What follows belongs to an exercise in optimizing a design on an open flow for small area, a short achievable clock period and few clock cycles per item; a production flow would make more cautious choices.
Function was not checked in any run shown here: the RTL went through the layout flow alone.
No activity file was given, so power comes from the tool's default toggle rates.

==> flow/design.v (outline; a module is shown in full before it is edited, if it fits) <==
// module control_fsm: 47 lines
// module processing_unit: 417 lines
// module max_pooling_layer_26x26: 10 lines
// module dense_rom: 1358 lines
// module dense_layer: 267 lines
// module cnn_top: 48 lines
module cnn_top(
    input clk,
    input reset,
    input start,
    output [9:0] img_addr,
    input  [7:0] img_pixel,
    output reg prediction,
    output reg done,
    output signed [31:0] score0,
    output signed [31:0] score1
);
  // ...
==> flow/flow/run.sh <==
#!/bin/bash
# The standard layout (standard.sh) with these make settings:
#  - timing repair aimed below the clock period: the resizer works on every
#    path with less than 11.7 ns of slack at the design's 16 ns clock;
#  - a clock tree without dummy loads: clkbuf_8 buffers, clusters of up to 18 sinks;
#  - half-adder cells added to the platform's don't-use list, so synthesis
#    extracts only full adders.
# Full tool output goes to standard.log (and ORFS's logs under orfs/logs).
bash standard.sh SETUP_SLACK_MARGIN=11.7 \
  "CTS_ARGS=-sink_clustering_enable -repair_clock_nets -dont_use_dummy_load -buf_list sky130_fd_sc_hd__clkbuf_8 -root_buf sky130_fd_sc_hd__clkbuf_16 -sink_clustering_size 18 -sink_clustering_max_diameter 60" \
  "DONT_USE_CELLS=sky130_fd_sc_hd__probe_p_8 sky130_fd_sc_hd__probec_p_8 sky130_fd_sc_hd__lpflow_bleeder_1 sky130_fd_sc_hd__lpflow_clkbufkapwr_1 sky130_fd_sc_hd__lpflow_clkbufkapwr_16 sky130_fd_sc_hd__lpflow_clkbufkapwr_2 sky130_fd_sc_hd__lpflow_clkbufkapwr_4 sky130_fd_sc_hd__lpflow_clkbufkapwr_8 sky130_fd_sc_hd__lpflow_clkinvkapwr_1 sky130_fd_sc_hd__lpflow_clkinvkapwr_16 sky130_fd_sc_hd__lpflow_clkinvkapwr_2 sky130_fd_sc_hd__lpflow_clkinvkapwr_4 sky130_fd_sc_hd__lpflow_clkinvkapwr_8 sky130_fd_sc_hd__lpflow_decapkapwr_12 sky130_fd_sc_hd__lpflow_decapkapwr_3 sky130_fd_sc_hd__lpflow_decapkapwr_4 sky130_fd_sc_hd__lpflow_decapkapwr_6 sky130_fd_sc_hd__lpflow_decapkapwr_8 sky130_fd_sc_hd__lpflow_inputiso0n_1 sky130_fd_sc_hd__lpflow_inputiso0p_1 sky130_fd_sc_hd__lpflow_inputiso1n_1 sky130_fd_sc_hd__lpflow_inputiso1p_1 sky130_fd_sc_hd__lpflow_inputisolatch_1 sky130_fd_sc_hd__lpflow_isobufsrc_1 sky130_fd_sc_hd__lpflow_isobufsrc_16 sky130_fd_sc_hd__lpflow_isobufsrc_2 sky130_fd_sc_hd__lpflow_isobufsrc_4 sky130_fd_sc_hd__lpflow_isobufsrc_8 sky130_fd_sc_hd__lpflow_isobufsrckapwr_16 sky130_fd_sc_hd__lpflow_lsbuf_lh_hl_isowell_tap_1 sky130_fd_sc_hd__lpflow_lsbuf_lh_hl_isowell_tap_2 sky130_fd_sc_hd__lpflow_lsbuf_lh_hl_isowell_tap_4 sky130_fd_sc_hd__lpflow_lsbuf_lh_isowell_4 sky130_fd_sc_hd__lpflow_lsbuf_lh_isowell_tap_1 sky130_fd_sc_hd__lpflow_lsbuf_lh_isowell_tap_2 sky130_fd_sc_hd__lpflow_lsbuf_lh_isowell_tap_4 sky130_fd_sc_hd__ha_1 sky130_fd_sc_hd__ha_2 sky130_fd_sc_hd__ha_4" \
  finish > standard.log 2>&1
==> flow/standard.sh <==
#!/bin/bash
# synth_recipe.tcl (not shown) runs the flow's synth.tcl, then flattens the netlist and writes it again
# the make line also repeats each setting of config.mk as NAME=value (left out here)
make -C /OpenROAD-flow-scripts/flow DESIGN_CONFIG=/design/flow/config.mk WORK_HOME=/design/flow/orfs CLKGATE_MAP_FILE= SYNTH_SCRIPT=/design/flow/synth_recipe.tcl "${@:-finish}"
==> flow/config.mk <==
export PLATFORM = sky130hd
export DESIGN_NAME = cnn_top
export DESIGN_NICKNAME = cnn_top
export VERILOG_FILES = /design/flow/design.v
export SDC_FILE = /design/flow/constraint.sdc
export NUM_CORES = 8
export LEC_CHECK = 0
export ABC_AREA = 1
export CAP_MARGIN = 20
export CORE_MARGIN = 2
export CORE_UTILIZATION = 40
export PLACE_DENSITY = 0.6
export SLEW_MARGIN = 20
export SYNTH_MEMORY_MAX_BITS = 65536
==> flow/constraint.sdc <==
create_clock -name core_clock -period 16.0 [get_ports {clk}]
set_input_delay 3.2000 -clock core_clock [delete_from_list [all_inputs] [get_ports {clk}]]
set_output_delay 3.2000 -clock core_clock [all_outputs]
set_load 0.01 [all_outputs]
==> flow_metrics.env, run 1 <==
export IMPL_grt_pass1_vias=16892
export IMPL_die_h_um=232
export IMPL_largest_reg_flops=224
export IMPL_crit_required_ps=16400
export IMPL_status="finished clean"
export IMPL_bufAreaShareNonClock_pct=4.56
export IMPL_crit_chain="buf_4, inv_2, nand2_4, nor2_4, clkinv_1, nor2_1, inv_1, nand2_1, nor4_1, o21ai_0, a21oi_1, nor3_1, nand2_1, nand3_1, a21oi_1, nand2_1, a21oi_1"
export IMPL_ctsResizeCount=384
export IMPL_async_reset_ff_share_pct=0.714
export IMPL_fin_total_pwr_mw=3.52
export IMPL_instances_no_fill=3159
export IMPL_gr_usage_met3_pct=5.61
export IMPL_combPwrFrac_pct=45.2
export IMPL_drc=0
export IMPL_cp_arrival_ps=4680
export IMPL_multi_input_cells=1398
export IMPL_vias=16673
export IMPL_hp_class="flop to flop"
export IMPL_crit_type="flop to flop"
export IMPL_fin_crit_sh_pct=26.7
export IMPL_slowest_delay_ps=600
export IMPL_placed_area_um2=22300
export IMPL_p_sw_share_pct=38.5
export IMPL_min_from="CONV.d[14][2]$_DFF_P_"
export IMPL_worst_path_max_delay_cell="clkinv_1"
export IMPL_seq_cell_count=420
export IMPL_synth_compound_area_share_pct=11.1
export IMPL_port_buffers=86
export IMPL_fin_util_pct=45.0
export IMPL_fin_crit_ps=4270
export IMPL_final_cell_mix="inv_1 (434), dfxtp_1 (329), nand2_1 (309)"
export IMPL_ir_worst_vdd_v=0.000116
export IMPL_slew_headroom_pct=26.7
==> module control_fsm, before the edit <==
module control_fsm(
    input clk,
    input reset,
    input start,
    output reg busy,
    output reg [9:0] addr,
    output reg [1:0] band,
    output reg [3:0] m,
    output reg [3:0] i,
    output reg e,
    output reg ep,
    output reg en,
    output fin
);
    wire short_b = (band >= 2'd1);
    wire last_i = (i == (short_b ? 4'd9 : 4'd11));
    assign fin = (band == 2'd3) && (i == 4'd5) && (e == 1'b0);
    always @(posedge clk) begin
        ep <= busy & ~e;
        en <= ~busy | e;
    end
    always @(posedge clk or posedge reset) begin
        if (reset) busy <= 1'b0;
        else if (!busy) busy <= start;
        else if (fin) busy <= 1'b0;
    end
    always @(posedge clk) begin
        if (!busy || fin) begin
            addr <= 10'd0; band <= 2'd0; m <= 4'd0; i <= 4'd0; e <= 1'b0;
        end else if (!e) begin
            e <= 1'b1; addr <= addr + 10'd1;
        end else begin
            e <= 1'b0;
            if (!last_i) begin
                i <= i + 4'd1; addr <= addr + 10'd27;
            end else begin
                i <= 4'd0;
                if (m != 4'd13) begin
                    m <= m + 4'd1;
                    addr <= addr - (short_b ? 10'd251 : 10'd307);
                end else begin
                    m <= 4'd0; band <= band + 2'd1; addr <= addr - 10'd55;
                end
            end
        end
    end
endmodule
==> module dense_layer, before the edit <==
module dense_layer(
    input clk,
    input busy,
    input init,
    input load_q,
    input [1:0] band,
    input [3:0] m,
    input [2:0] ip,
    input [14:0] q,
    output signed [31:0] score0,
    output signed [31:0] score1,
    output gt                     
);
    reg signed [27:0] acc0, acc1;
    assign score0 = acc0;
    assign score1 = acc1;
    wire [15:0] wt;
    dense_rom ROM (.a({band, m, ip}), .w(wt));
    function [2:0] booth;
        input [2:0] b;
        case (b)
            3'b001, 3'b010: booth = 3'b010;
            3'b011:         booth = 3'b001;
            3'b100:         booth = 3'b101;
            3'b101, 3'b110: booth = 3'b110;
            default:        booth = 3'b000;
        endcase
    endfunction
    reg [5:0] wr0, wr1;       
    reg pv0, pv1;             
    reg [2:0] dig0, dig1;     
    reg [20:0] qs;            
    reg [2:0] cy0, cy1;
    reg [2:0] bq;           
    always @(posedge clk) begin
        if (!busy) begin
            wr0 <= 6'd0; wr1 <= 6'd0; pv0 <= 1'b0; pv1 <= 1'b0;
            dig0 <= 3'd0; dig1 <= 3'd0;
        end else if (load_q) begin
            wr0 <= wt[7:2];  pv0 <= wt[1];  dig0 <= booth({wt[1:0], 1'b0});
            wr1 <= wt[15:10]; pv1 <= wt[9]; dig1 <= booth({wt[9:8], 1'b0});
        end else begin
            wr0 <= {2'b00, wr0[5:2]}; pv0 <= wr0[1]; dig0 <= booth({wr0[1:0], pv0});
            wr1 <= {2'b00, wr1[5:2]}; pv1 <= wr1[1]; dig1 <= booth({wr1[1:0], pv1});
        end
        qs <= load_q ? {6'd0, q} : {qs[18:0], 2'b00};
    end
    wire pp0_0 = ((dig0[1] & qs[0])) ^ dig0[2];
    wire pp0_1 = ((dig0[1] & qs[1]) | (dig0[0] & qs[0])) ^ dig0[2];
    wire pp0_2 = ((dig0[1] & qs[2]) | (dig0[0] & qs[1])) ^ dig0[2];
    wire pp0_3 = ((dig0[1] & qs[3]) | (dig0[0] & qs[2])) ^ dig0[2];
    wire pp0_4 = ((dig0[1] & qs[4]) | (dig0[0] & qs[3])) ^ dig0[2];
    wire pp0_5 = ((dig0[1] & qs[5]) | (dig0[0] & qs[4])) ^ dig0[2];
    wire pp0_6 = ((dig0[1] & qs[6]) | (dig0[0] & qs[5])) ^ dig0[2];
    wire pp0_7 = ((dig0[1] & qs[7]) | (dig0[0] & qs[6])) ^ dig0[2];
    wire pp0_8 = ((dig0[1] & qs[8]) | (dig0[0] & qs[7])) ^ dig0[2];
    wire pp0_9 = ((dig0[1] & qs[9]) | (dig0[0] & qs[8])) ^ dig0[2];
    wire pp0_10 = ((dig0[1] & qs[10]) | (dig0[0] & qs[9])) ^ dig0[2];
    wire pp0_11 = ((dig0[1] & qs[11]) | (dig0[0] & qs[10])) ^ dig0[2];
    wire pp0_12 = ((dig0[1] & qs[12]) | (dig0[0] & qs[11])) ^ dig0[2];
    wire pp0_13 = ((dig0[1] & qs[13]) | (dig0[0] & qs[12])) ^ dig0[2];
    wire pp0_14 = ((dig0[1] & qs[14]) | (dig0[0] & qs[13])) ^ dig0[2];
    wire pp0_15 = ((dig0[1] & qs[15]) | (dig0[0] & qs[14])) ^ dig0[2];
    wire pp0_16 = ((dig0[1] & qs[16]) | (dig0[0] & qs[15])) ^ dig0[2];
    wire pp0_17 = ((dig0[1] & qs[17]) | (dig0[0] & qs[16])) ^ dig0[2];
    wire pp0_18 = ((dig0[1] & qs[18]) | (dig0[0] & qs[17])) ^ dig0[2];
    wire pp0_19 = ((dig0[1] & qs[19]) | (dig0[0] & qs[18])) ^ dig0[2];
    wire pp0_20 = ((dig0[1] & qs[20]) | (dig0[0] & qs[19])) ^ dig0[2];
    wire pp0_21 = ((dig0[0] & qs[20])) ^ dig0[2];
    wire a0_0_s0 = acc0[0] ^ pp0_0 ^ dig0[2];
    wire a0_0_c0 = (acc0[0] & pp0_0) | (acc0[0] & dig0[2]) | (pp0_0 & dig0[2]);
    wire a0_0_s1 = acc0[1] ^ pp0_1 ^ a0_0_c0;
    wire a0_0_c1 = (acc0[1] & pp0_1) | (acc0[1] & a0_0_c0) | (pp0_1 & a0_0_c0);
    wire a0_0_s2 = acc0[2] ^ pp0_2 ^ a0_0_c1;
    wire a0_0_c2 = (acc0[2] & pp0_2) | (acc0[2] & a0_0_c1) | (pp0_2 & a0_0_c1);
    wire a0_0_s3 = acc0[3] ^ pp0_3 ^ a0_0_c2;
    wire a0_0_c3 = (acc0[3] & pp0_3) | (acc0[3] & a0_0_c2) | (pp0_3 & a0_0_c2);
    wire a0_0_s4 = acc0[4] ^ pp0_4 ^ a0_0_c3;
    wire a0_0_c4 = (acc0[4] & pp0_4) | (acc0[4] & a0_0_c3) | (pp0_4 & a0_0_c3);
    wire a0_0_s5 = acc0[5] ^ pp0_5 ^ a0_0_c4;
    wire a0_0_c5 = (acc0[5] & pp0_5) | (acc0[5] & a0_0_c4) | (pp0_5 & a0_0_c4);
    wire a0_0_s6 = acc0[6] ^ pp0_6 ^ a0_0_c5;
    wire a0_0_c6 = (acc0[6] & pp0_6) | (acc0[6] & a0_0_c5) | (pp0_6 & a0_0_c5);
    wire [6:0] sum0_0 = {a0_0_s6, a0_0_s5, a0_0_s4, a0_0_s3, a0_0_s2, a0_0_s1, a0_0_s0};
    wire co0_0 = a0_0_c6;
    wire a0_1_s0 = acc0[7] ^ pp0_7 ^ cy0[0];
    wire a0_1_c0 = (acc0[7] & pp0_7) | (acc0[7] & cy0[0]) | (pp0_7 & cy0[0]);
    wire a0_1_s1 = acc0[8] ^ pp0_8 ^ a0_1_c0;
    wire a0_1_c1 = (acc0[8] & pp0_8) | (acc0[8] & a0_1_c0) | (pp0_8 & a0_1_c0);
    wire a0_1_s2 = acc0[9] ^ pp0_9 ^ a0_1_c1;
    wire a0_1_c2 = (acc0[9] & pp0_9) | (acc0[9] & a0_1_c1) | (pp0_9 & a0_1_c1);
    wire a0_1_s3 = acc0[10] ^ pp0_10 ^ a0_1_c2;
    wire a0_1_c3 = (acc0[10] & pp0_10) | (acc0[10] & a0_1_c2) | (pp0_10 & a0_1_c2);
    wire a0_1_s4 = acc0[11] ^ pp0_11 ^ a0_1_c3;
    wire a0_1_c4 = (acc0[11] & pp0_11) | (acc0[11] & a0_1_c3) | (pp0_11 & a0_1_c3);
    wire a0_1_s5 = acc0[12] ^ pp0_12 ^ a0_1_c4;
    wire a0_1_c5 = (acc0[12] & pp0_12) | (acc0[12] & a0_1_c4) | (pp0_12 & a0_1_c4);
    wire a0_1_s6 = acc0[13] ^ pp0_13 ^ a0_1_c5;
    wire a0_1_c6 = (acc0[13] & pp0_13) | (acc0[13] & a0_1_c5) | (pp0_13 & a0_1_c5);
    wire [6:0] sum0_1 = {a0_1_s6, a0_1_s5, a0_1_s4, a0_1_s3, a0_1_s2, a0_1_s1, a0_1_s0};
    wire co0_1 = a0_1_c6;
    wire a0_2_s0 = acc0[14] ^ pp0_14 ^ cy0[1];
    wire a0_2_c0 = (acc0[14] & pp0_14) | (acc0[14] & cy0[1]) | (pp0_14 & cy0[1]);
    wire a0_2_s1 = acc0[15] ^ pp0_15 ^ a0_2_c0;
    wire a0_2_c1 = (acc0[15] & pp0_15) | (acc0[15] & a0_2_c0) | (pp0_15 & a0_2_c0);
    wire a0_2_s2 = acc0[16] ^ pp0_16 ^ a0_2_c1;
    wire a0_2_c2 = (acc0[16] & pp0_16) | (acc0[16] & a0_2_c1) | (pp0_16 & a0_2_c1);
    wire a0_2_s3 = acc0[17] ^ pp0_17 ^ a0_2_c2;
    wire a0_2_c3 = (acc0[17] & pp0_17) | (acc0[17] & a0_2_c2) | (pp0_17 & a0_2_c2);
    wire a0_2_s4 = acc0[18] ^ pp0_18 ^ a0_2_c3;
    wire a0_2_c4 = (acc0[18] & pp0_18) | (acc0[18] & a0_2_c3) | (pp0_18 & a0_2_c3);
    wire a0_2_s5 = acc0[19] ^ pp0_19 ^ a0_2_c4;
    wire a0_2_c5 = (acc0[19] & pp0_19) | (acc0[19] & a0_2_c4) | (pp0_19 & a0_2_c4);
    wire a0_2_s6 = acc0[20] ^ pp0_20 ^ a0_2_c5;
    wire a0_2_c6 = (acc0[20] & pp0_20) | (acc0[20] & a0_2_c5) | (pp0_20 & a0_2_c5);
    wire [6:0] sum0_2 = {a0_2_s6, a0_2_s5, a0_2_s4, a0_2_s3, a0_2_s2, a0_2_s1, a0_2_s0};
    wire co0_2 = a0_2_c6;
    wire a0_3_s0 = acc0[21] ^ pp0_21 ^ cy0[2];
    wire a0_3_c0 = (acc0[21] & pp0_21) | (acc0[21] & cy0[2]) | (pp0_21 & cy0[2]);
    wire a0_3_s1 = acc0[22] ^ dig0[2] ^ a0_3_c0;
    wire a0_3_c1 = (acc0[22] & dig0[2]) | (acc0[22] & a0_3_c0) | (dig0[2] & a0_3_c0);
    wire a0_3_s2 = acc0[23] ^ dig0[2] ^ a0_3_c1;
    wire a0_3_c2 = (acc0[23] & dig0[2]) | (acc0[23] & a0_3_c1) | (dig0[2] & a0_3_c1);
    wire a0_3_s3 = acc0[24] ^ dig0[2] ^ a0_3_c2;
    wire a0_3_c3 = (acc0[24] & dig0[2]) | (acc0[24] & a0_3_c2) | (dig0[2] & a0_3_c2);
    wire a0_3_s4 = acc0[25] ^ dig0[2] ^ a0_3_c3;
    wire a0_3_c4 = (acc0[25] & dig0[2]) | (acc0[25] & a0_3_c3) | (dig0[2] & a0_3_c3);
    wire a0_3_s5 = acc0[26] ^ dig0[2] ^ a0_3_c4;
    wire a0_3_c5 = (acc0[26] & dig0[2]) | (acc0[26] & a0_3_c4) | (dig0[2] & a0_3_c4);
    wire a0_3_s6 = acc0[27] ^ dig0[2] ^ a0_3_c5;
    wire a0_3_c6 = (acc0[27] & dig0[2]) | (acc0[27] & a0_3_c5) | (dig0[2] & a0_3_c5);
    wire [6:0] sum0_3 = {a0_3_s6, a0_3_s5, a0_3_s4, a0_3_s3, a0_3_s2, a0_3_s1, a0_3_s0};
    wire pp1_0 = ((dig1[1] & qs[0])) ^ dig1[2];
    wire pp1_1 = ((dig1[1] & qs[1]) | (dig1[0] & qs[0])) ^ dig1[2];
    wire pp1_2 = ((dig1[1] & qs[2]) | (dig1[0] & qs[1])) ^ dig1[2];
    wire pp1_3 = ((dig1[1] & qs[3]) | (dig1[0] & qs[2])) ^ dig1[2];
    wire pp1_4 = ((dig1[1] & qs[4]) | (dig1[0] & qs[3])) ^ dig1[2];
    wire pp1_5 = ((dig1[1] & qs[5]) | (dig1[0] & qs[4])) ^ dig1[2];
    wire pp1_6 = ((dig1[1] & qs[6]) | (dig1[0] & qs[5])) ^ dig1[2];
    wire pp1_7 = ((dig1[1] & qs[7]) | (dig1[0] & qs[6])) ^ dig1[2];
    wire pp1_8 = ((dig1[1] & qs[8]) | (dig1[0] & qs[7])) ^ dig1[2];
    wire pp1_9 = ((dig1[1] & qs[9]) | (dig1[0] & qs[8])) ^ dig1[2];
    wire pp1_10 = ((dig1[1] & qs[10]) | (dig1[0] & qs[9])) ^ dig1[2];
    wire pp1_11 = ((dig1[1] & qs[11]) | (dig1[0] & qs[10])) ^ dig1[2];
    wire pp1_12 = ((dig1[1] & qs[12]) | (dig1[0] & qs[11])) ^ dig1[2];
    wire pp1_13 = ((dig1[1] & qs[13]) | (dig1[0] & qs[12])) ^ dig1[2];
    wire pp1_14 = ((dig1[1] & qs[14]) | (dig1[0] & qs[13])) ^ dig1[2];
    wire pp1_15 = ((dig1[1] & qs[15]) | (dig1[0] & qs[14])) ^ dig1[2];
    wire pp1_16 = ((dig1[1] & qs[16]) | (dig1[0] & qs[15])) ^ dig1[2];
    wire pp1_17 = ((dig1[1] & qs[17]) | (dig1[0] & qs[16])) ^ dig1[2];
    wire pp1_18 = ((dig1[1] & qs[18]) | (dig1[0] & qs[17])) ^ dig1[2];
    wire pp1_19 = ((dig1[1] & qs[19]) | (dig1[0] & qs[18])) ^ dig1[2];
    wire pp1_20 = ((dig1[1] & qs[20]) | (dig1[0] & qs[19])) ^ dig1[2];
    wire pp1_21 = ((dig1[0] & qs[20])) ^ dig1[2];
    wire a1_0_s0 = acc1[0] ^ pp1_0 ^ dig1[2];
    wire a1_0_c0 = (acc1[0] & pp1_0) | (acc1[0] & dig1[2]) | (pp1_0 & dig1[2]);
    wire a1_0_s1 = acc1[1] ^ pp1_1 ^ a1_0_c0;
    wire a1_0_c1 = (acc1[1] & pp1_1) | (acc1[1] & a1_0_c0) | (pp1_1 & a1_0_c0);
    wire a1_0_s2 = acc1[2] ^ pp1_2 ^ a1_0_c1;
    wire a1_0_c2 = (acc1[2] & pp1_2) | (acc1[2] & a1_0_c1) | (pp1_2 & a1_0_c1);
    wire a1_0_s3 = acc1[3] ^ pp1_3 ^ a1_0_c2;
    wire a1_0_c3 = (acc1[3] & pp1_3) | (acc1[3] & a1_0_c2) | (pp1_3 & a1_0_c2);
    wire a1_0_s4 = acc1[4] ^ pp1_4 ^ a1_0_c3;
    wire a1_0_c4 = (acc1[4] & pp1_4) | (acc1[4] & a1_0_c3) | (pp1_4 & a1_0_c3);
    wire a1_0_s5 = acc1[5] ^ pp1_5 ^ a1_0_c4;
    wire a1_0_c5 = (acc1[5] & pp1_5) | (acc1[5] & a1_0_c4) | (pp1_5 & a1_0_c4);
    wire a1_0_s6 = acc1[6] ^ pp1_6 ^ a1_0_c5;
    wire a1_0_c6 = (acc1[6] & pp1_6) | (acc1[6] & a1_0_c5) | (pp1_6 & a1_0_c5);
    wire [6:0] sum1_0 = {a1_0_s6, a1_0_s5, a1_0_s4, a1_0_s3, a1_0_s2, a1_0_s1, a1_0_s0};
    wire co1_0 = a1_0_c6;
    wire a1_1_s0 = acc1[7] ^ pp1_7 ^ cy1[0];
    wire a1_1_c0 = (acc1[7] & pp1_7) | (acc1[7] & cy1[0]) | (pp1_7 & cy1[0]);
    wire a1_1_s1 = acc1[8] ^ pp1_8 ^ a1_1_c0;
    wire a1_1_c1 = (acc1[8] & pp1_8) | (acc1[8] & a1_1_c0) | (pp1_8 & a1_1_c0);
    wire a1_1_s2 = acc1[9] ^ pp1_9 ^ a1_1_c1;
    wire a1_1_c2 = (acc1[9] & pp1_9) | (acc1[9] & a1_1_c1) | (pp1_9 & a1_1_c1);
    wire a1_1_s3 = acc1[10] ^ pp1_10 ^ a1_1_c2;
    wire a1_1_c3 = (acc1[10] & pp1_10) | (acc1[10] & a1_1_c2) | (pp1_10 & a1_1_c2);
    wire a1_1_s4 = acc1[11] ^ pp1_11 ^ a1_1_c3;
    wire a1_1_c4 = (acc1[11] & pp1_11) | (acc1[11] & a1_1_c3) | (pp1_11 & a1_1_c3);
    wire a1_1_s5 = acc1[12] ^ pp1_12 ^ a1_1_c4;
    wire a1_1_c5 = (acc1[12] & pp1_12) | (acc1[12] & a1_1_c4) | (pp1_12 & a1_1_c4);
    wire a1_1_s6 = acc1[13] ^ pp1_13 ^ a1_1_c5;
    wire a1_1_c6 = (acc1[13] & pp1_13) | (acc1[13] & a1_1_c5) | (pp1_13 & a1_1_c5);
    wire [6:0] sum1_1 = {a1_1_s6, a1_1_s5, a1_1_s4, a1_1_s3, a1_1_s2, a1_1_s1, a1_1_s0};
    wire co1_1 = a1_1_c6;
    wire a1_2_s0 = acc1[14] ^ pp1_14 ^ cy1[1];
    wire a1_2_c0 = (acc1[14] & pp1_14) | (acc1[14] & cy1[1]) | (pp1_14 & cy1[1]);
    wire a1_2_s1 = acc1[15] ^ pp1_15 ^ a1_2_c0;
    wire a1_2_c1 = (acc1[15] & pp1_15) | (acc1[15] & a1_2_c0) | (pp1_15 & a1_2_c0);
    wire a1_2_s2 = acc1[16] ^ pp1_16 ^ a1_2_c1;
    wire a1_2_c2 = (acc1[16] & pp1_16) | (acc1[16] & a1_2_c1) | (pp1_16 & a1_2_c1);
    wire a1_2_s3 = acc1[17] ^ pp1_17 ^ a1_2_c2;
    wire a1_2_c3 = (acc1[17] & pp1_17) | (acc1[17] & a1_2_c2) | (pp1_17 & a1_2_c2);
    wire a1_2_s4 = acc1[18] ^ pp1_18 ^ a1_2_c3;
    wire a1_2_c4 = (acc1[18] & pp1_18) | (acc1[18] & a1_2_c3) | (pp1_18 & a1_2_c3);
    wire a1_2_s5 = acc1[19] ^ pp1_19 ^ a1_2_c4;
    wire a1_2_c5 = (acc1[19] & pp1_19) | (acc1[19] & a1_2_c4) | (pp1_19 & a1_2_c4);
    wire a1_2_s6 = acc1[20] ^ pp1_20 ^ a1_2_c5;
    wire a1_2_c6 = (acc1[20] & pp1_20) | (acc1[20] & a1_2_c5) | (pp1_20 & a1_2_c5);
    wire [6:0] sum1_2 = {a1_2_s6, a1_2_s5, a1_2_s4, a1_2_s3, a1_2_s2, a1_2_s1, a1_2_s0};
    wire co1_2 = a1_2_c6;
    wire a1_3_s0 = acc1[21] ^ pp1_21 ^ cy1[2];
    wire a1_3_c0 = (acc1[21] & pp1_21) | (acc1[21] & cy1[2]) | (pp1_21 & cy1[2]);
    wire a1_3_s1 = acc1[22] ^ dig1[2] ^ a1_3_c0;
    wire a1_3_c1 = (acc1[22] & dig1[2]) | (acc1[22] & a1_3_c0) | (dig1[2] & a1_3_c0);
    wire a1_3_s2 = acc1[23] ^ dig1[2] ^ a1_3_c1;
    wire a1_3_c2 = (acc1[23] & dig1[2]) | (acc1[23] & a1_3_c1) | (dig1[2] & a1_3_c1);
    wire a1_3_s3 = acc1[24] ^ dig1[2] ^ a1_3_c2;
    wire a1_3_c3 = (acc1[24] & dig1[2]) | (acc1[24] & a1_3_c2) | (dig1[2] & a1_3_c2);
    wire a1_3_s4 = acc1[25] ^ dig1[2] ^ a1_3_c3;
    wire a1_3_c4 = (acc1[25] & dig1[2]) | (acc1[25] & a1_3_c3) | (dig1[2] & a1_3_c3);
    wire a1_3_s5 = acc1[26] ^ dig1[2] ^ a1_3_c4;
    wire a1_3_c5 = (acc1[26] & dig1[2]) | (acc1[26] & a1_3_c4) | (dig1[2] & a1_3_c4);
    wire a1_3_s6 = acc1[27] ^ dig1[2] ^ a1_3_c5;
    wire a1_3_c6 = (acc1[27] & dig1[2]) | (acc1[27] & a1_3_c5) | (dig1[2] & a1_3_c5);
    wire [6:0] sum1_3 = {a1_3_s6, a1_3_s5, a1_3_s4, a1_3_s3, a1_3_s2, a1_3_s1, a1_3_s0};
    wire bw_0 = (~acc1[0] & acc0[0]) | (~acc1[0] & 1'b0) | (acc0[0] & 1'b0);
    wire bw_1 = (~acc1[1] & acc0[1]) | (~acc1[1] & bw_0) | (acc0[1] & bw_0);
    wire bw_2 = (~acc1[2] & acc0[2]) | (~acc1[2] & bw_1) | (acc0[2] & bw_1);
    wire bw_3 = (~acc1[3] & acc0[3]) | (~acc1[3] & bw_2) | (acc0[3] & bw_2);
    wire bw_4 = (~acc1[4] & acc0[4]) | (~acc1[4] & bw_3) | (acc0[4] & bw_3);
    wire bw_5 = (~acc1[5] & acc0[5]) | (~acc1[5] & bw_4) | (acc0[5] & bw_4);
    wire bw_6 = (~acc1[6] & acc0[6]) | (~acc1[6] & bw_5) | (acc0[6] & bw_5);
    wire bo_0 = bw_6;
    wire bw_7 = (~acc1[7] & acc0[7]) | (~acc1[7] & bq[0]) | (acc0[7] & bq[0]);
    wire bw_8 = (~acc1[8] & acc0[8]) | (~acc1[8] & bw_7) | (acc0[8] & bw_7);
    wire bw_9 = (~acc1[9] & acc0[9]) | (~acc1[9] & bw_8) | (acc0[9] & bw_8);
    wire bw_10 = (~acc1[10] & acc0[10]) | (~acc1[10] & bw_9) | (acc0[10] & bw_9);
    wire bw_11 = (~acc1[11] & acc0[11]) | (~acc1[11] & bw_10) | (acc0[11] & bw_10);
    wire bw_12 = (~acc1[12] & acc0[12]) | (~acc1[12] & bw_11) | (acc0[12] & bw_11);
    wire bw_13 = (~acc1[13] & acc0[13]) | (~acc1[13] & bw_12) | (acc0[13] & bw_12);
    wire bo_1 = bw_13;
    wire bw_14 = (~acc1[14] & acc0[14]) | (~acc1[14] & bq[1]) | (acc0[14] & bq[1]);
    wire bw_15 = (~acc1[15] & acc0[15]) | (~acc1[15] & bw_14) | (acc0[15] & bw_14);
    wire bw_16 = (~acc1[16] & acc0[16]) | (~acc1[16] & bw_15) | (acc0[16] & bw_15);
    wire bw_17 = (~acc1[17] & acc0[17]) | (~acc1[17] & bw_16) | (acc0[17] & bw_16);
    wire bw_18 = (~acc1[18] & acc0[18]) | (~acc1[18] & bw_17) | (acc0[18] & bw_17);
    wire bw_19 = (~acc1[19] & acc0[19]) | (~acc1[19] & bw_18) | (acc0[19] & bw_18);
    wire bw_20 = (~acc1[20] & acc0[20]) | (~acc1[20] & bw_19) | (acc0[20] & bw_19);
    wire bo_2 = bw_20;
    wire bw_21 = (~acc1[21] & acc0[21]) | (~acc1[21] & bq[2]) | (acc0[21] & bq[2]);
    wire bw_22 = (~acc1[22] & acc0[22]) | (~acc1[22] & bw_21) | (acc0[22] & bw_21);
    wire bw_23 = (~acc1[23] & acc0[23]) | (~acc1[23] & bw_22) | (acc0[23] & bw_22);
    wire bw_24 = (~acc1[24] & acc0[24]) | (~acc1[24] & bw_23) | (acc0[24] & bw_23);
    wire bw_25 = (~acc1[25] & acc0[25]) | (~acc1[25] & bw_24) | (acc0[25] & bw_24);
    wire bw_26 = (~acc1[26] & acc0[26]) | (~acc1[26] & bw_25) | (acc0[26] & bw_25);
    wire bw_27 = (acc1[27] & ~acc0[27]) | (acc1[27] & bw_26) | (~acc0[27] & bw_26);
    assign gt = bw_27;
    always @(posedge clk) begin
        if (init) begin
            acc0 <= 28'sd50;
            cy0 <= 3'd0;
        end else begin
            acc0 <= {sum0_3, sum0_2, sum0_1, sum0_0};
            cy0 <= {co0_2, co0_1, co0_0};
        end
        if (init) begin
            acc1 <= 28'sd100;
            cy1 <= 3'd0;
        end else begin
            acc1 <= {sum1_3, sum1_2, sum1_1, sum1_0};
            cy1 <= {co1_2, co1_1, co1_0};
        end
        bq <= {bo_2, bo_1, bo_0};
    end
endmodule
==> run 2: changes to the inputs <==
--- a/flow/design.v
+++ b/flow/design.v
@@ -17,3 +17,3 @@
     wire last_i = (i == (short_b ? 4'd9 : 4'd11));
-    assign fin = (band == 2'd3) && (i == 4'd5) && (e == 1'b0);
+    assign fin = (band == 2'd3) && (i == 4'd6) && (e == 1'b1);
     always @(posedge clk) begin
@@ -1868,4 +1868,4 @@
     reg [20:0] qs;            
-    reg [2:0] cy0, cy1;
-    reg [2:0] bq;           
+    reg [5:0] cy0, cy1;
+    reg [5:0] bq;           
     always @(posedge clk) begin
@@ -1913,57 +1913,63 @@
     wire a0_0_c3 = (acc0[3] & pp0_3) | (acc0[3] & a0_0_c2) | (pp0_3 & a0_0_c2);
-    wire a0_0_s4 = acc0[4] ^ pp0_4 ^ a0_0_c3;
-    wire a0_0_c4 = (acc0[4] & pp0_4) | (acc0[4] & a0_0_c3) | (pp0_4 & a0_0_c3);
-    wire a0_0_s5 = acc0[5] ^ pp0_5 ^ a0_0_c4;
-    wire a0_0_c5 = (acc0[5] & pp0_5) | (acc0[5] & a0_0_c4) | (pp0_5 & a0_0_c4);
-    wire a0_0_s6 = acc0[6] ^ pp0_6 ^ a0_0_c5;
-    wire a0_0_c6 = (acc0[6] & pp0_6) | (acc0[6] & a0_0_c5) | (pp0_6 & a0_0_c5);
-    wire [6:0] sum0_0 = {a0_0_s6, a0_0_s5, a0_0_s4, a0_0_s3, a0_0_s2, a0_0_s1, a0_0_s0};
-    wire co0_0 = a0_0_c6;
-    wire a0_1_s0 = acc0[7] ^ pp0_7 ^ cy0[0];
-    wire a0_1_c0 = (acc0[7] & pp0_7) | (acc0[7] & cy0[0]) | (pp0_7 & cy0[0]);
-    wire a0_1_s1 = acc0[8] ^ pp0_8 ^ a0_1_c0;
-    wire a0_1_c1 = (acc0[8] & pp0_8) | (acc0[8] & a0_1_c0) | (pp0_8 & a0_1_c0);
-    wire a0_1_s2 = acc0[9] ^ pp0_9 ^ a0_1_c1;
-    wire a0_1_c2 = (acc0[9] & pp0_9) | (acc0[9] & a0_1_c1) | (pp0_9 & a0_1_c1);
-    wire a0_1_s3 = acc0[10] ^ pp0_10 ^ a0_1_c2;
-    wire a0_1_c3 = (acc0[10] & pp0_10) | (acc0[10] & a0_1_c2) | (pp0_10 & a0_1_c2);
-    wire a0_1_s4 = acc0[11] ^ pp0_11 ^ a0_1_c3;
-    wire a0_1_c4 = (acc0[11] & pp0_11) | (acc0[11] & a0_1_c3) | (pp0_11 & a0_1_c3);
-    wire a0_1_s5 = acc0[12] ^ pp0_12 ^ a0_1_c4;
-    wire a0_1_c5 = (acc0[12] & pp0_12) | (acc0[12] & a0_1_c4) | (pp0_12 & a0_1_c4);
-    wire a0_1_s6 = acc0[13] ^ pp0_13 ^ a0_1_c5;
-    wire a0_1_c6 = (acc0[13] & pp0_13) | (acc0[13] & a0_1_c5) | (pp0_13 & a0_1_c5);
-    wire [6:0] sum0_1 = {a0_1_s6, a0_1_s5, a0_1_s4, a0_1_s3, a0_1_s2, a0_1_s1, a0_1_s0};
-    wire co0_1 = a0_1_c6;
-    wire a0_2_s0 = acc0[14] ^ pp0_14 ^ cy0[1];
-    wire a0_2_c0 = (acc0[14] & pp0_14) | (acc0[14] & cy0[1]) | (pp0_14 & cy0[1]);
-    wire a0_2_s1 = acc0[15] ^ pp0_15 ^ a0_2_c0;
-    wire a0_2_c1 = (acc0[15] & pp0_15) | (acc0[15] & a0_2_c0) | (pp0_15 & a0_2_c0);
-    wire a0_2_s2 = acc0[16] ^ pp0_16 ^ a0_2_c1;
-    wire a0_2_c2 = (acc0[16] & pp0_16) | (acc0[16] & a0_2_c1) | (pp0_16 & a0_2_c1);
-    wire a0_2_s3 = acc0[17] ^ pp0_17 ^ a0_2_c2;
-    wire a0_2_c3 = (acc0[17] & pp0_17) | (acc0[17] & a0_2_c2) | (pp0_17 & a0_2_c2);
-    wire a0_2_s4 = acc0[18] ^ pp0_18 ^ a0_2_c3;
-    wire a0_2_c4 = (acc0[18] & pp0_18) | (acc0[18] & a0_2_c3) | (pp0_18 & a0_2_c3);
-    wire a0_2_s5 = acc0[19] ^ pp0_19 ^ a0_2_c4;
-    wire a0_2_c5 = (acc0[19] & pp0_19) | (acc0[19] & a0_2_c4) | (pp0_19 & a0_2_c4);
-    wire a0_2_s6 = acc0[20] ^ pp0_20 ^ a0_2_c5;
-    wire a0_2_c6 = (acc0[20] & pp0_20) | (acc0[20] & a0_2_c5) | (pp0_20 & a0_2_c5);
-    wire [6:0] sum0_2 = {a0_2_s6, a0_2_s5, a0_2_s4, a0_2_s3, a0_2_s2, a0_2_s1, a0_2_s0};
-    wire co0_2 = a0_2_c6;
-    wire a0_3_s0 = acc0[21] ^ pp0_21 ^ cy0[2];
-    wire a0_3_c0 = (acc0[21] & pp0_21) | (acc0[21] & cy0[2]) | (pp0_21 & cy0[2]);
-    wire a0_3_s1 = acc0[22] ^ dig0[2] ^ a0_3_c0;
-    wire a0_3_c1 = (acc0[22] & dig0[2]) | (acc0[22] & a0_3_c0) | (dig0[2] & a0_3_c0);
-    wire a0_3_s2 = acc0[23] ^ dig0[2] ^ a0_3_c1;
-    wire a0_3_c2 = (acc0[23] & dig0[2]) | (acc0[23] & a0_3_c1) | (dig0[2] & a0_3_c1);
-    wire a0_3_s3 = acc0[24] ^ dig0[2] ^ a0_3_c2;
-    wire a0_3_c3 = (acc0[24] & dig0[2]) | (acc0[24] & a0_3_c2) | (dig0[2] & a0_3_c2);
-    wire a0_3_s4 = acc0[25] ^ dig0[2] ^ a0_3_c3;
-    wire a0_3_c4 = (acc0[25] & dig0[2]) | (acc0[25] & a0_3_c3) | (dig0[2] & a0_3_c3);
-    wire a0_3_s5 = acc0[26] ^ dig0[2] ^ a0_3_c4;
-    wire a0_3_c5 = (acc0[26] & dig0[2]) | (acc0[26] & a0_3_c4) | (dig0[2] & a0_3_c4);
-    wire a0_3_s6 = acc0[27] ^ dig0[2] ^ a0_3_c5;
-    wire a0_3_c6 = (acc0[27] & dig0[2]) | (acc0[27] & a0_3_c5) | (dig0[2] & a0_3_c5);
-    wire [6:0] sum0_3 = {a0_3_s6, a0_3_s5, a0_3_s4, a0_3_s3, a0_3_s2, a0_3_s1, a0_3_s0};
+    wire [3:0] sum0_0 = {a0_0_s3, a0_0_s2, a0_0_s1, a0_0_s0};
+    wire co0_0 = a0_0_c3;
+    wire a0_1_s0 = acc0[4] ^ pp0_4 ^ cy0[0];
+    wire a0_1_c0 = (acc0[4] & pp0_4) | (acc0[4] & cy0[0]) | (pp0_4 & cy0[0]);
+    wire a0_1_s1 = acc0[5] ^ pp0_5 ^ a0_1_c0;
+    wire a0_1_c1 = (acc0[5] & pp0_5) | (acc0[5] & a0_1_c0) | (pp0_5 & a0_1_c0);
+    wire a0_1_s2 = acc0[6] ^ pp0_6 ^ a0_1_c1;
+    wire a0_1_c2 = (acc0[6] & pp0_6) | (acc0[6] & a0_1_c1) | (pp0_6 & a0_1_c1);
+    wire a0_1_s3 = acc0[7] ^ pp0_7 ^ a0_1_c2;
+    wire a0_1_c3 = (acc0[7] & pp0_7) | (acc0[7] & a0_1_c2) | (pp0_7 & a0_1_c2);
+    wire [3:0] sum0_1 = {a0_1_s3, a0_1_s2, a0_1_s1, a0_1_s0};
+    wire co0_1 = a0_1_c3;
+    wire a0_2_s0 = acc0[8] ^ pp0_8 ^ cy0[1];
+    wire a0_2_c0 = (acc0[8] & pp0_8) | (acc0[8] & cy0[1]) | (pp0_8 & cy0[1]);
+    wire a0_2_s1 = acc0[9] ^ pp0_9 ^ a0_2_c0;
+    wire a0_2_c1 = (acc0[9] & pp0_9) | (acc0[9] & a0_2_c0) | (pp0_9 & a0_2_c0);
+    wire a0_2_s2 = acc0[10] ^ pp0_10 ^ a0_2_c1;
+    wire a0_2_c2 = (acc0[10] & pp0_10) | (acc0[10] & a0_2_c1) | (pp0_10 & a0_2_c1);
+    wire a0_2_s3 = acc0[11] ^ pp0_11 ^ a0_2_c2;
+    wire a0_2_c3 = (acc0[11] & pp0_11) | (acc0[11] & a0_2_c2) | (pp0_11 & a0_2_c2);
+    wire [3:0] sum0_2 = {a0_2_s3, a0_2_s2, a0_2_s1, a0_2_s0};
+    wire co0_2 = a0_2_c3;
+    wire a0_3_s0 = acc0[12] ^ pp0_12 ^ cy0[2];
+    wire a0_3_c0 = (acc0[12] & pp0_12) | (acc0[12] & cy0[2]) | (pp0_12 & cy0[2]);
+    wire a0_3_s1 = acc0[13] ^ pp0_13 ^ a0_3_c0;
+    wire a0_3_c1 = (acc0[13] & pp0_13) | (acc0[13] & a0_3_c0) | (pp0_13 & a0_3_c0);
+    wire a0_3_s2 = acc0[14] ^ pp0_14 ^ a0_3_c1;
+    wire a0_3_c2 = (acc0[14] & pp0_14) | (acc0[14] & a0_3_c1) | (pp0_14 & a0_3_c1);
+    wire a0_3_s3 = acc0[15] ^ pp0_15 ^ a0_3_c2;
+    wire a0_3_c3 = (acc0[15] & pp0_15) | (acc0[15] & a0_3_c2) | (pp0_15 & a0_3_c2);
+    wire [3:0] sum0_3 = {a0_3_s3, a0_3_s2, a0_3_s1, a0_3_s0};
+    wire co0_3 = a0_3_c3;
+    wire a0_4_s0 = acc0[16] ^ pp0_16 ^ cy0[3];
+    wire a0_4_c0 = (acc0[16] & pp0_16) | (acc0[16] & cy0[3]) | (pp0_16 & cy0[3]);
+    wire a0_4_s1 = acc0[17] ^ pp0_17 ^ a0_4_c0;
+    wire a0_4_c1 = (acc0[17] & pp0_17) | (acc0[17] & a0_4_c0) | (pp0_17 & a0_4_c0);
+    wire a0_4_s2 = acc0[18] ^ pp0_18 ^ a0_4_c1;
+    wire a0_4_c2 = (acc0[18] & pp0_18) | (acc0[18] & a0_4_c1) | (pp0_18 & a0_4_c1);
+    wire a0_4_s3 = acc0[19] ^ pp0_19 ^ a0_4_c2;
+    wire a0_4_c3 = (acc0[19] & pp0_19) | (acc0[19] & a0_4_c2) | (pp0_19 & a0_4_c2);
+    wire [3:0] sum0_4 = {a0_4_s3, a0_4_s2, a0_4_s1, a0_4_s0};
+    wire co0_4 = a0_4_c3;
+    wire a0_5_s0 = acc0[20] ^ pp0_20 ^ cy0[4];
+    wire a0_5_c0 = (acc0[20] & pp0_20) | (acc0[20] & cy0[4]) | (pp0_20 & cy0[4]);
+    wire a0_5_s1 = acc0[21] ^ pp0_21 ^ a0_5_c0;
+    wire a0_5_c1 = (acc0[21] & pp0_21) | (acc0[21] & a0_5_c0) | (pp0_21 & a0_5_c0);
+    wire a0_5_s2 = acc0[22] ^ dig0[2] ^ a0_5_c1;
+    wire a0_5_c2 = (acc0[22] & dig0[2]) | (acc0[22] & a0_5_c1) | (dig0[2] & a0_5_c1);
+    wire a0_5_s3 = acc0[23] ^ dig0[2] ^ a0_5_c2;
+    wire a0_5_c3 = (acc0[23] & dig0[2]) | (acc0[23] & a0_5_c2) | (dig0[2] & a0_5_c2);
+    wire [3:0] sum0_5 = {a0_5_s3, a0_5_s2, a0_5_s1, a0_5_s0};
+    wire co0_5 = a0_5_c3;
+    wire a0_6_s0 = acc0[24] ^ dig0[2] ^ cy0[5];
+    wire a0_6_c0 = (acc0[24] & dig0[2]) | (acc0[24] & cy0[5]) | (dig0[2] & cy0[5]);
+    wire a0_6_s1 = acc0[25] ^ dig0[2] ^ a0_6_c0;
+    wire a0_6_c1 = (acc0[25] & dig0[2]) | (acc0[25] & a0_6_c0) | (dig0[2] & a0_6_c0);
+    wire a0_6_s2 = acc0[26] ^ dig0[2] ^ a0_6_c1;
+    wire a0_6_c2 = (acc0[26] & dig0[2]) | (acc0[26] & a0_6_c1) | (dig0[2] & a0_6_c1);
+    wire a0_6_s3 = acc0[27] ^ dig0[2] ^ a0_6_c2;
+    wire a0_6_c3 = (acc0[27] & dig0[2]) | (acc0[27] & a0_6_c2) | (dig0[2] & a0_6_c2);
+    wire [3:0] sum0_6 = {a0_6_s3, a0_6_s2, a0_6_s1, a0_6_s0};
     wire pp1_0 = ((dig1[1] & qs[0])) ^ dig1[2];
@@ -1998,57 +2004,63 @@
     wire a1_0_c3 = (acc1[3] & pp1_3) | (acc1[3] & a1_0_c2) | (pp1_3 & a1_0_c2);
-    wire a1_0_s4 = acc1[4] ^ pp1_4 ^ a1_0_c3;
-    wire a1_0_c4 = (acc1[4] & pp1_4) | (acc1[4] & a1_0_c3) | (pp1_4 & a1_0_c3);
-    wire a1_0_s5 = acc1[5] ^ pp1_5 ^ a1_0_c4;
-    wire a1_0_c5 = (acc1[5] & pp1_5) | (acc1[5] & a1_0_c4) | (pp1_5 & a1_0_c4);
-    wire a1_0_s6 = acc1[6] ^ pp1_6 ^ a1_0_c5;
-    wire a1_0_c6 = (acc1[6] & pp1_6) | (acc1[6] & a1_0_c5) | (pp1_6 & a1_0_c5);
-    wire [6:0] sum1_0 = {a1_0_s6, a1_0_s5, a1_0_s4, a1_0_s3, a1_0_s2, a1_0_s1, a1_0_s0};
-    wire co1_0 = a1_0_c6;
-    wire a1_1_s0 = acc1[7] ^ pp1_7 ^ cy1[0];
-    wire a1_1_c0 = (acc1[7] & pp1_7) | (acc1[7] & cy1[0]) | (pp1_7 & cy1[0]);
-    wire a1_1_s1 = acc1[8] ^ pp1_8 ^ a1_1_c0;
-    wire a1_1_c1 = (acc1[8] & pp1_8) | (acc1[8] & a1_1_c0) | (pp1_8 & a1_1_c0);
-    wire a1_1_s2 = acc1[9] ^ pp1_9 ^ a1_1_c1;
-    wire a1_1_c2 = (acc1[9] & pp1_9) | (acc1[9] & a1_1_c1) | (pp1_9 & a1_1_c1);
-    wire a1_1_s3 = acc1[10] ^ pp1_10 ^ a1_1_c2;
-    wire a1_1_c3 = (acc1[10] & pp1_10) | (acc1[10] & a1_1_c2) | (pp1_10 & a1_1_c2);
-    wire a1_1_s4 = acc1[11] ^ pp1_11 ^ a1_1_c3;
-    wire a1_1_c4 = (acc1[11] & pp1_11) | (acc1[11] & a1_1_c3) | (pp1_11 & a1_1_c3);
-    wire a1_1_s5 = acc1[12] ^ pp1_12 ^ a1_1_c4;
-    wire a1_1_c5 = (acc1[12] & pp1_12) | (acc1[12] & a1_1_c4) | (pp1_12 & a1_1_c4);
-    wire a1_1_s6 = acc1[13] ^ pp1_13 ^ a1_1_c5;
-    wire a1_1_c6 = (acc1[13] & pp1_13) | (acc1[13] & a1_1_c5) | (pp1_13 & a1_1_c5);
-    wire [6:0] sum1_1 = {a1_1_s6, a1_1_s5, a1_1_s4, a1_1_s3, a1_1_s2, a1_1_s1, a1_1_s0};
-    wire co1_1 = a1_1_c6;
-    wire a1_2_s0 = acc1[14] ^ pp1_14 ^ cy1[1];
-    wire a1_2_c0 = (acc1[14] & pp1_14) | (acc1[14] & cy1[1]) | (pp1_14 & cy1[1]);
-    wire a1_2_s1 = acc1[15] ^ pp1_15 ^ a1_2_c0;
-    wire a1_2_c1 = (acc1[15] & pp1_15) | (acc1[15] & a1_2_c0) | (pp1_15 & a1_2_c0);
-    wire a1_2_s2 = acc1[16] ^ pp1_16 ^ a1_2_c1;
-    wire a1_2_c2 = (acc1[16] & pp1_16) | (acc1[16] & a1_2_c1) | (pp1_16 & a1_2_c1);
-    wire a1_2_s3 = acc1[17] ^ pp1_17 ^ a1_2_c2;
-    wire a1_2_c3 = (acc1[17] & pp1_17) | (acc1[17] & a1_2_c2) | (pp1_17 & a1_2_c2);
-    wire a1_2_s4 = acc1[18] ^ pp1_18 ^ a1_2_c3;
-    wire a1_2_c4 = (acc1[18] & pp1_18) | (acc1[18] & a1_2_c3) | (pp1_18 & a1_2_c3);
-    wire a1_2_s5 = acc1[19] ^ pp1_19 ^ a1_2_c4;
-    wire a1_2_c5 = (acc1[19] & pp1_19) | (acc1[19] & a1_2_c4) | (pp1_19 & a1_2_c4);
-    wire a1_2_s6 = acc1[20] ^ pp1_20 ^ a1_2_c5;
-    wire a1_2_c6 = (acc1[20] & pp1_20) | (acc1[20] & a1_2_c5) | (pp1_20 & a1_2_c5);
-    wire [6:0] sum1_2 = {a1_2_s6, a1_2_s5, a1_2_s4, a1_2_s3, a1_2_s2, a1_2_s1, a1_2_s0};
-    wire co1_2 = a1_2_c6;
-    wire a1_3_s0 = acc1[21] ^ pp1_21 ^ cy1[2];
-    wire a1_3_c0 = (acc1[21] & pp1_21) | (acc1[21] & cy1[2]) | (pp1_21 & cy1[2]);
-    wire a1_3_s1 = acc1[22] ^ dig1[2] ^ a1_3_c0;
-    wire a1_3_c1 = (acc1[22] & dig1[2]) | (acc1[22] & a1_3_c0) | (dig1[2] & a1_3_c0);
-    wire a1_3_s2 = acc1[23] ^ dig1[2] ^ a1_3_c1;
-    wire a1_3_c2 = (acc1[23] & dig1[2]) | (acc1[23] & a1_3_c1) | (dig1[2] & a1_3_c1);
-    wire a1_3_s3 = acc1[24] ^ dig1[2] ^ a1_3_c2;
-    wire a1_3_c3 = (acc1[24] & dig1[2]) | (acc1[24] & a1_3_c2) | (dig1[2] & a1_3_c2);
-    wire a1_3_s4 = acc1[25] ^ dig1[2] ^ a1_3_c3;
-    wire a1_3_c4 = (acc1[25] & dig1[2]) | (acc1[25] & a1_3_c3) | (dig1[2] & a1_3_c3);
-    wire a1_3_s5 = acc1[26] ^ dig1[2] ^ a1_3_c4;
-    wire a1_3_c5 = (acc1[26] & dig1[2]) | (acc1[26] & a1_3_c4) | (dig1[2] & a1_3_c4);
-    wire a1_3_s6 = acc1[27] ^ dig1[2] ^ a1_3_c5;
-    wire a1_3_c6 = (acc1[27] & dig1[2]) | (acc1[27] & a1_3_c5) | (dig1[2] & a1_3_c5);
-    wire [6:0] sum1_3 = {a1_3_s6, a1_3_s5, a1_3_s4, a1_3_s3, a1_3_s2, a1_3_s1, a1_3_s0};
+    wire [3:0] sum1_0 = {a1_0_s3, a1_0_s2, a1_0_s1, a1_0_s0};
+    wire co1_0 = a1_0_c3;
+    wire a1_1_s0 = acc1[4] ^ pp1_4 ^ cy1[0];
+    wire a1_1_c0 = (acc1[4] & pp1_4) | (acc1[4] & cy1[0]) | (pp1_4 & cy1[0]);
+    wire a1_1_s1 = acc1[5] ^ pp1_5 ^ a1_1_c0;
+    wire a1_1_c1 = (acc1[5] & pp1_5) | (acc1[5] & a1_1_c0) | (pp1_5 & a1_1_c0);
+    wire a1_1_s2 = acc1[6] ^ pp1_6 ^ a1_1_c1;
+    wire a1_1_c2 = (acc1[6] & pp1_6) | (acc1[6] & a1_1_c1) | (pp1_6 & a1_1_c1);
+    wire a1_1_s3 = acc1[7] ^ pp1_7 ^ a1_1_c2;
+    wire a1_1_c3 = (acc1[7] & pp1_7) | (acc1[7] & a1_1_c2) | (pp1_7 & a1_1_c2);
+    wire [3:0] sum1_1 = {a1_1_s3, a1_1_s2, a1_1_s1, a1_1_s0};
+    wire co1_1 = a1_1_c3;
+    wire a1_2_s0 = acc1[8] ^ pp1_8 ^ cy1[1];
+    wire a1_2_c0 = (acc1[8] & pp1_8) | (acc1[8] & cy1[1]) | (pp1_8 & cy1[1]);
+    wire a1_2_s1 = acc1[9] ^ pp1_9 ^ a1_2_c0;
+    wire a1_2_c1 = (acc1[9] & pp1_9) | (acc1[9] & a1_2_c0) | (pp1_9 & a1_2_c0);
+    wire a1_2_s2 = acc1[10] ^ pp1_10 ^ a1_2_c1;
+    wire a1_2_c2 = (acc1[10] & pp1_10) | (acc1[10] & a1_2_c1) | (pp1_10 & a1_2_c1);
+    wire a1_2_s3 = acc1[11] ^ pp1_11 ^ a1_2_c2;
+    wire a1_2_c3 = (acc1[11] & pp1_11) | (acc1[11] & a1_2_c2) | (pp1_11 & a1_2_c2);
+    wire [3:0] sum1_2 = {a1_2_s3, a1_2_s2, a1_2_s1, a1_2_s0};
+    wire co1_2 = a1_2_c3;
+    wire a1_3_s0 = acc1[12] ^ pp1_12 ^ cy1[2];
+    wire a1_3_c0 = (acc1[12] & pp1_12) | (acc1[12] & cy1[2]) | (pp1_12 & cy1[2]);
+    wire a1_3_s1 = acc1[13] ^ pp1_13 ^ a1_3_c0;
+    wire a1_3_c1 = (acc1[13] & pp1_13) | (acc1[13] & a1_3_c0) | (pp1_13 & a1_3_c0);
+    wire a1_3_s2 = acc1[14] ^ pp1_14 ^ a1_3_c1;
+    wire a1_3_c2 = (acc1[14] & pp1_14) | (acc1[14] & a1_3_c1) | (pp1_14 & a1_3_c1);
+    wire a1_3_s3 = acc1[15] ^ pp1_15 ^ a1_3_c2;
+    wire a1_3_c3 = (acc1[15] & pp1_15) | (acc1[15] & a1_3_c2) | (pp1_15 & a1_3_c2);
+    wire [3:0] sum1_3 = {a1_3_s3, a1_3_s2, a1_3_s1, a1_3_s0};
+    wire co1_3 = a1_3_c3;
+    wire a1_4_s0 = acc1[16] ^ pp1_16 ^ cy1[3];
+    wire a1_4_c0 = (acc1[16] & pp1_16) | (acc1[16] & cy1[3]) | (pp1_16 & cy1[3]);
+    wire a1_4_s1 = acc1[17] ^ pp1_17 ^ a1_4_c0;
+    wire a1_4_c1 = (acc1[17] & pp1_17) | (acc1[17] & a1_4_c0) | (pp1_17 & a1_4_c0);
+    wire a1_4_s2 = acc1[18] ^ pp1_18 ^ a1_4_c1;
+    wire a1_4_c2 = (acc1[18] & pp1_18) | (acc1[18] & a1_4_c1) | (pp1_18 & a1_4_c1);
+    wire a1_4_s3 = acc1[19] ^ pp1_19 ^ a1_4_c2;
+    wire a1_4_c3 = (acc1[19] & pp1_19) | (acc1[19] & a1_4_c2) | (pp1_19 & a1_4_c2);
+    wire [3:0] sum1_4 = {a1_4_s3, a1_4_s2, a1_4_s1, a1_4_s0};
+    wire co1_4 = a1_4_c3;
+    wire a1_5_s0 = acc1[20] ^ pp1_20 ^ cy1[4];
+    wire a1_5_c0 = (acc1[20] & pp1_20) | (acc1[20] & cy1[4]) | (pp1_20 & cy1[4]);
+    wire a1_5_s1 = acc1[21] ^ pp1_21 ^ a1_5_c0;
+    wire a1_5_c1 = (acc1[21] & pp1_21) | (acc1[21] & a1_5_c0) | (pp1_21 & a1_5_c0);
+    wire a1_5_s2 = acc1[22] ^ dig1[2] ^ a1_5_c1;
+    wire a1_5_c2 = (acc1[22] & dig1[2]) | (acc1[22] & a1_5_c1) | (dig1[2] & a1_5_c1);
+    wire a1_5_s3 = acc1[23] ^ dig1[2] ^ a1_5_c2;
+    wire a1_5_c3 = (acc1[23] & dig1[2]) | (acc1[23] & a1_5_c2) | (dig1[2] & a1_5_c2);
+    wire [3:0] sum1_5 = {a1_5_s3, a1_5_s2, a1_5_s1, a1_5_s0};
+    wire co1_5 = a1_5_c3;
+    wire a1_6_s0 = acc1[24] ^ dig1[2] ^ cy1[5];
+    wire a1_6_c0 = (acc1[24] & dig1[2]) | (acc1[24] & cy1[5]) | (dig1[2] & cy1[5]);
+    wire a1_6_s1 = acc1[25] ^ dig1[2] ^ a1_6_c0;
+    wire a1_6_c1 = (acc1[25] & dig1[2]) | (acc1[25] & a1_6_c0) | (dig1[2] & a1_6_c0);
+    wire a1_6_s2 = acc1[26] ^ dig1[2] ^ a1_6_c1;
+    wire a1_6_c2 = (acc1[26] & dig1[2]) | (acc1[26] & a1_6_c1) | (dig1[2] & a1_6_c1);
+    wire a1_6_s3 = acc1[27] ^ dig1[2] ^ a1_6_c2;
+    wire a1_6_c3 = (acc1[27] & dig1[2]) | (acc1[27] & a1_6_c2) | (dig1[2] & a1_6_c2);
+    wire [3:0] sum1_6 = {a1_6_s3, a1_6_s2, a1_6_s1, a1_6_s0};
     wire bw_0 = (~acc1[0] & acc0[0]) | (~acc1[0] & 1'b0) | (acc0[0] & 1'b0);
@@ -2057,8 +2069,9 @@
     wire bw_3 = (~acc1[3] & acc0[3]) | (~acc1[3] & bw_2) | (acc0[3] & bw_2);
-    wire bw_4 = (~acc1[4] & acc0[4]) | (~acc1[4] & bw_3) | (acc0[4] & bw_3);
+    wire bo_0 = bw_3;
+    wire bw_4 = (~acc1[4] & acc0[4]) | (~acc1[4] & bq[0]) | (acc0[4] & bq[0]);
     wire bw_5 = (~acc1[5] & acc0[5]) | (~acc1[5] & bw_4) | (acc0[5] & bw_4);
     wire bw_6 = (~acc1[6] & acc0[6]) | (~acc1[6] & bw_5) | (acc0[6] & bw_5);
-    wire bo_0 = bw_6;
-    wire bw_7 = (~acc1[7] & acc0[7]) | (~acc1[7] & bq[0]) | (acc0[7] & bq[0]);
-    wire bw_8 = (~acc1[8] & acc0[8]) | (~acc1[8] & bw_7) | (acc0[8] & bw_7);
+    wire bw_7 = (~acc1[7] & acc0[7]) | (~acc1[7] & bw_6) | (acc0[7] & bw_6);
+    wire bo_1 = bw_7;
+    wire bw_8 = (~acc1[8] & acc0[8]) | (~acc1[8] & bq[1]) | (acc0[8] & bq[1]);
     wire bw_9 = (~acc1[9] & acc0[9]) | (~acc1[9] & bw_8) | (acc0[9] & bw_8);
@@ -2066,8 +2079,9 @@
     wire bw_11 = (~acc1[11] & acc0[11]) | (~acc1[11] & bw_10) | (acc0[11] & bw_10);
-    wire bw_12 = (~acc1[12] & acc0[12]) | (~acc1[12] & bw_11) | (acc0[12] & bw_11);
+    wire bo_2 = bw_11;
+    wire bw_12 = (~acc1[12] & acc0[12]) | (~acc1[12] & bq[2]) | (acc0[12] & bq[2]);
     wire bw_13 = (~acc1[13] & acc0[13]) | (~acc1[13] & bw_12) | (acc0[13] & bw_12);
-    wire bo_1 = bw_13;
-    wire bw_14 = (~acc1[14] & acc0[14]) | (~acc1[14] & bq[1]) | (acc0[14] & bq[1]);
+    wire bw_14 = (~acc1[14] & acc0[14]) | (~acc1[14] & bw_13) | (acc0[14] & bw_13);
     wire bw_15 = (~acc1[15] & acc0[15]) | (~acc1[15] & bw_14) | (acc0[15] & bw_14);
-    wire bw_16 = (~acc1[16] & acc0[16]) | (~acc1[16] & bw_15) | (acc0[16] & bw_15);
+    wire bo_3 = bw_15;
+    wire bw_16 = (~acc1[16] & acc0[16]) | (~acc1[16] & bq[3]) | (acc0[16] & bq[3]);
     wire bw_17 = (~acc1[17] & acc0[17]) | (~acc1[17] & bw_16) | (acc0[17] & bw_16);
@@ -2075,8 +2089,9 @@
     wire bw_19 = (~acc1[19] & acc0[19]) | (~acc1[19] & bw_18) | (acc0[19] & bw_18);
-    wire bw_20 = (~acc1[20] & acc0[20]) | (~acc1[20] & bw_19) | (acc0[20] & bw_19);
-    wire bo_2 = bw_20;
-    wire bw_21 = (~acc1[21] & acc0[21]) | (~acc1[21] & bq[2]) | (acc0[21] & bq[2]);
+    wire bo_4 = bw_19;
+    wire bw_20 = (~acc1[20] & acc0[20]) | (~acc1[20] & bq[4]) | (acc0[20] & bq[4]);
+    wire bw_21 = (~acc1[21] & acc0[21]) | (~acc1[21] & bw_20) | (acc0[21] & bw_20);
     wire bw_22 = (~acc1[22] & acc0[22]) | (~acc1[22] & bw_21) | (acc0[22] & bw_21);
     wire bw_23 = (~acc1[23] & acc0[23]) | (~acc1[23] & bw_22) | (acc0[23] & bw_22);
-    wire bw_24 = (~acc1[24] & acc0[24]) | (~acc1[24] & bw_23) | (acc0[24] & bw_23);
+    wire bo_5 = bw_23;
+    wire bw_24 = (~acc1[24] & acc0[24]) | (~acc1[24] & bq[5]) | (acc0[24] & bq[5]);
     wire bw_25 = (~acc1[25] & acc0[25]) | (~acc1[25] & bw_24) | (acc0[25] & bw_24);
@@ -2088,6 +2103,6 @@
             acc0 <= 28'sd50;
-            cy0 <= 3'd0;
+            cy0 <= 6'd0;
         end else begin
-            acc0 <= {sum0_3, sum0_2, sum0_1, sum0_0};
-            cy0 <= {co0_2, co0_1, co0_0};
+            acc0 <= {sum0_6, sum0_5, sum0_4, sum0_3, sum0_2, sum0_1, sum0_0};
+            cy0 <= {co0_5, co0_4, co0_3, co0_2, co0_1, co0_0};
         end
@@ -2095,8 +2110,8 @@
             acc1 <= 28'sd100;
-            cy1 <= 3'd0;
+            cy1 <= 6'd0;
         end else begin
-            acc1 <= {sum1_3, sum1_2, sum1_1, sum1_0};
-            cy1 <= {co1_2, co1_1, co1_0};
+            acc1 <= {sum1_6, sum1_5, sum1_4, sum1_3, sum1_2, sum1_1, sum1_0};
+            cy1 <= {co1_5, co1_4, co1_3, co1_2, co1_1, co1_0};
         end
-        bq <= {bo_2, bo_1, bo_0};
+        bq <= {bo_5, bo_4, bo_3, bo_2, bo_1, bo_0};
     end
==> run 2 against run 1 <==
Net effect:
- hold slack got worse by 30 ps
- sequential power is essentially flat
- wire length grew 1.3%
- setup slack better by 9.7 ps
- final cell count grew 0.35%
- die area is 0.96% higher
==> flow_metrics.env, run 2 <==
export IMPL_setup_viol_count_final=0
export IMPL_first_pass_iters=7
export IMPL_synth_top_area_cell="dfxtp_1"
export IMPL_synth_edff_count=16
export IMPL_layout_setup_ws_ps=11740
export IMPL_synth_cells=2380
export IMPL_slew_headroom_pct=12.4
export IMPL_crit_path_end_kind="output port"
export IMPL_synth_seq_area_share_pct=41.8
export IMPL_syn_nets=2577
export IMPL_power_density_nw_per_um2=148
export IMPL_vias=16563
export IMPL_fin_total_pwr_mw=3.43
export IMPL_fp_dieW_um=233
export IMPL_design_area_um2=23200
export IMPL_drc=0
export IMPL_drtIter0Drc=1399
export IMPL_crit_type="flop to output port"
export IMPL_fin_crit_ps=4260
export IMPL_startpoint_type="flop"
export IMPL_async_reset_ff_share_pct=0.699
export IMPL_rsz0062_at_grt="true"
export IMPL_die_area_um2=54200
export IMPL_final_cell_mix="inv_1 (451), dfxtp_1 (342), nand2_1 (320)"
export IMPL_r2r_start="SEQ.i[1]$_SDFFE_PP0P_"
export IMPL_max_freq_ghz=0.234
export IMPL_largest_reg_flops=224
export IMPL_yosysMostFrequentCell="inv_1"
export IMPL_fin_crit_sh_pct=26.7
export IMPL_root_buffer="clkbuf_16"
export IMPL_core_um2=51500
export IMPL_cts_tree="done"
export IMPL_synth_cell_type_count=69
export IMPL_grt_pass1_vias=16996
export IMPL_placed_area_um2=22500
export IMPL_ir_worst_vdd_v=0.000132
export IMPL_viasPerCell=5.22
export IMPL_reg_top3="CONV.d x224, DENSE.acc0 x28, DENSE.acc1 x28"
export IMPL_dpl_hpwl_mm=58.0
export IMPL_place_gp_congestion=1.07
export IMPL_rows=83
export IMPL_port_buffers=86
export IMPL_htreeDepth=2
export IMPL_fin_setup_tns_ps=0
export IMPL_die_h_um=233
export IMPL_drive_gt1_share_pct=12.6
export IMPL_slew_viol_final=0
export IMPL_status="finished clean"
export IMPL_holdWs_ps=278
export IMPL_initial_utilization_pct=40.7
export IMPL_path_clk_slew_ps=120
export IMPL_synth_seq_cells=429
export IMPL_ys_warn_count=6
export IMPL_min_from="CONV.d[3][5]$_DFF_P_"
export IMPL_slowest_delay_ps=380
export IMPL_synth_top_area_share_pct=39.2
export IMPL_worst_path_max_delay_cell="dfxtp_2"
export IMPL_synth_area_top_cells="dfxtp_1 (39%), fa_1 (18%), inv_1 (8.1%)"
export IMPL_routed_wl_mm=74.8
export IMPL_crit_required_ps=12800
export IMPL_ios=87
export IMPL_crit_chain="buf_2"
export IMPL_hp_class="flop to flop"
export IMPL_syn2layout_area_growth_pct=10.5
export IMPL_cp_arrival_ps=1060
export IMPL_grt_max_degree=63
export IMPL_place_ws_ps=11680
export IMPL_cap_viol_max_count=0
export IMPL_grt_ovfl_total=0
export IMPL_fin_nets=2689
export IMPL_finalHoldViolCount=0
-- run 2: routing by layer --
| layer | track usage [%] | vias up | wire, um |
|---|---|---|---|
| met5 | 0 | - | 13 |
| met4 | 12.3 | 2 | 3520 |
| met3 | 5.94 | 152 | 5670 |
| met1 | 37.5 | 8145 | 32400 |
| li1 | - | 7614 | - |
| met2 | 44.2 | 650 | 33300 |
-- run 2: cell type report --
class	count	area, um2	share of cell area, %
clock buffers	36	552	2.38
well taps	680	851	3.67
repair buffers	146	970	4.19
multi-input cells	1407	10100	43.7
flip-flops and latches	429	8900	38.4
inverters	472	1770	7.66
-- run 2: repair_timing --
| item | CTS | global route |
|---|---|---|
| resized for setup | 376 | 27 |
| endpoints found under the setup margin | 78 | 20 |
| buffers inserted | 41 | 2 |
| hold buffers | 0 | 0 |
-- run 2: where the power goes --
part           internal (mW)  switching (mW)  total (mW)
clock                  0.231           0.340       0.571
combinational          0.609           0.870        1.48
sequential              1.29          0.0906        1.38
total                   2.13            1.30        3.43
-- run 2: cell families after synthesis --
group | count (synthesis) | synth area share [%]
flip-flops | 429 | 41.8
AND/OR/NAND/NOR | 728 | 14.6
buffers and inverters | 544 | 10.1
XOR/XNOR | 94 | 3.96
adder cells (fa/ha/maj) | 189 | 17.9
AO/OA/AOI/OAI | 387 | 11.2
multiplexers | 9 | 0.454
-- run 2: final timing paths --
| kind | endpoint | slack (ps) | cells after the start |
|---|---|---|---|
| max | score1[2] | 11740 | 1 |
| min | CONV.d[4][5]$_DFF_P_ | 280 | 0 |
| max reg2reg | DENSE.wr0[3]$_SDFF_PN0_ | 11950 | 17 |
| min reg2reg | CONV.d[4][5]$_DFF_P_ | 280 | 0 |
| max in group asynchronous | init$_DFF_PP0_ | 12990 | 2 |
| min in group asynchronous | SEQ.busy$_DFF_PP0_ | 2870 | 2 |
-- run 2: metrics by stage --
| stage | std cells | util [%] |
|---|---|---|
| after floorplan | 2380 | - |
| after global placement | 3091 | 43.6 |
| after detailed placement | 3091 | 43.6 |
| after CTS | 3168 | 44.9 |
| after global routing | 3170 | 45.0 |
| final | 3170 | 45.0 |

## port drivers added, routing unchanged
No port has a modelled driver above. Below, the same layouts with a new extraction and two added sets of constraints.
Step 1 assumes that a clkbuf_16 drives the clock port and a buf_2 every other input.
Step 2, shift: input delay + t, output delay - t, t = (earliest + latest rising clock arrival at the registers) / 2. This alone moves slack from input paths to output paths.
Slacks: ideal / step 1 / step 2; pairs: ideal / step 1.
run	t, ns	slack for setup (ns)
run 1	0.573	11.725 / 11.681 / 11.725
run 2	0.578	11.735 / 11.673 / 11.949
After both steps setup and hold are still met in every run listed.
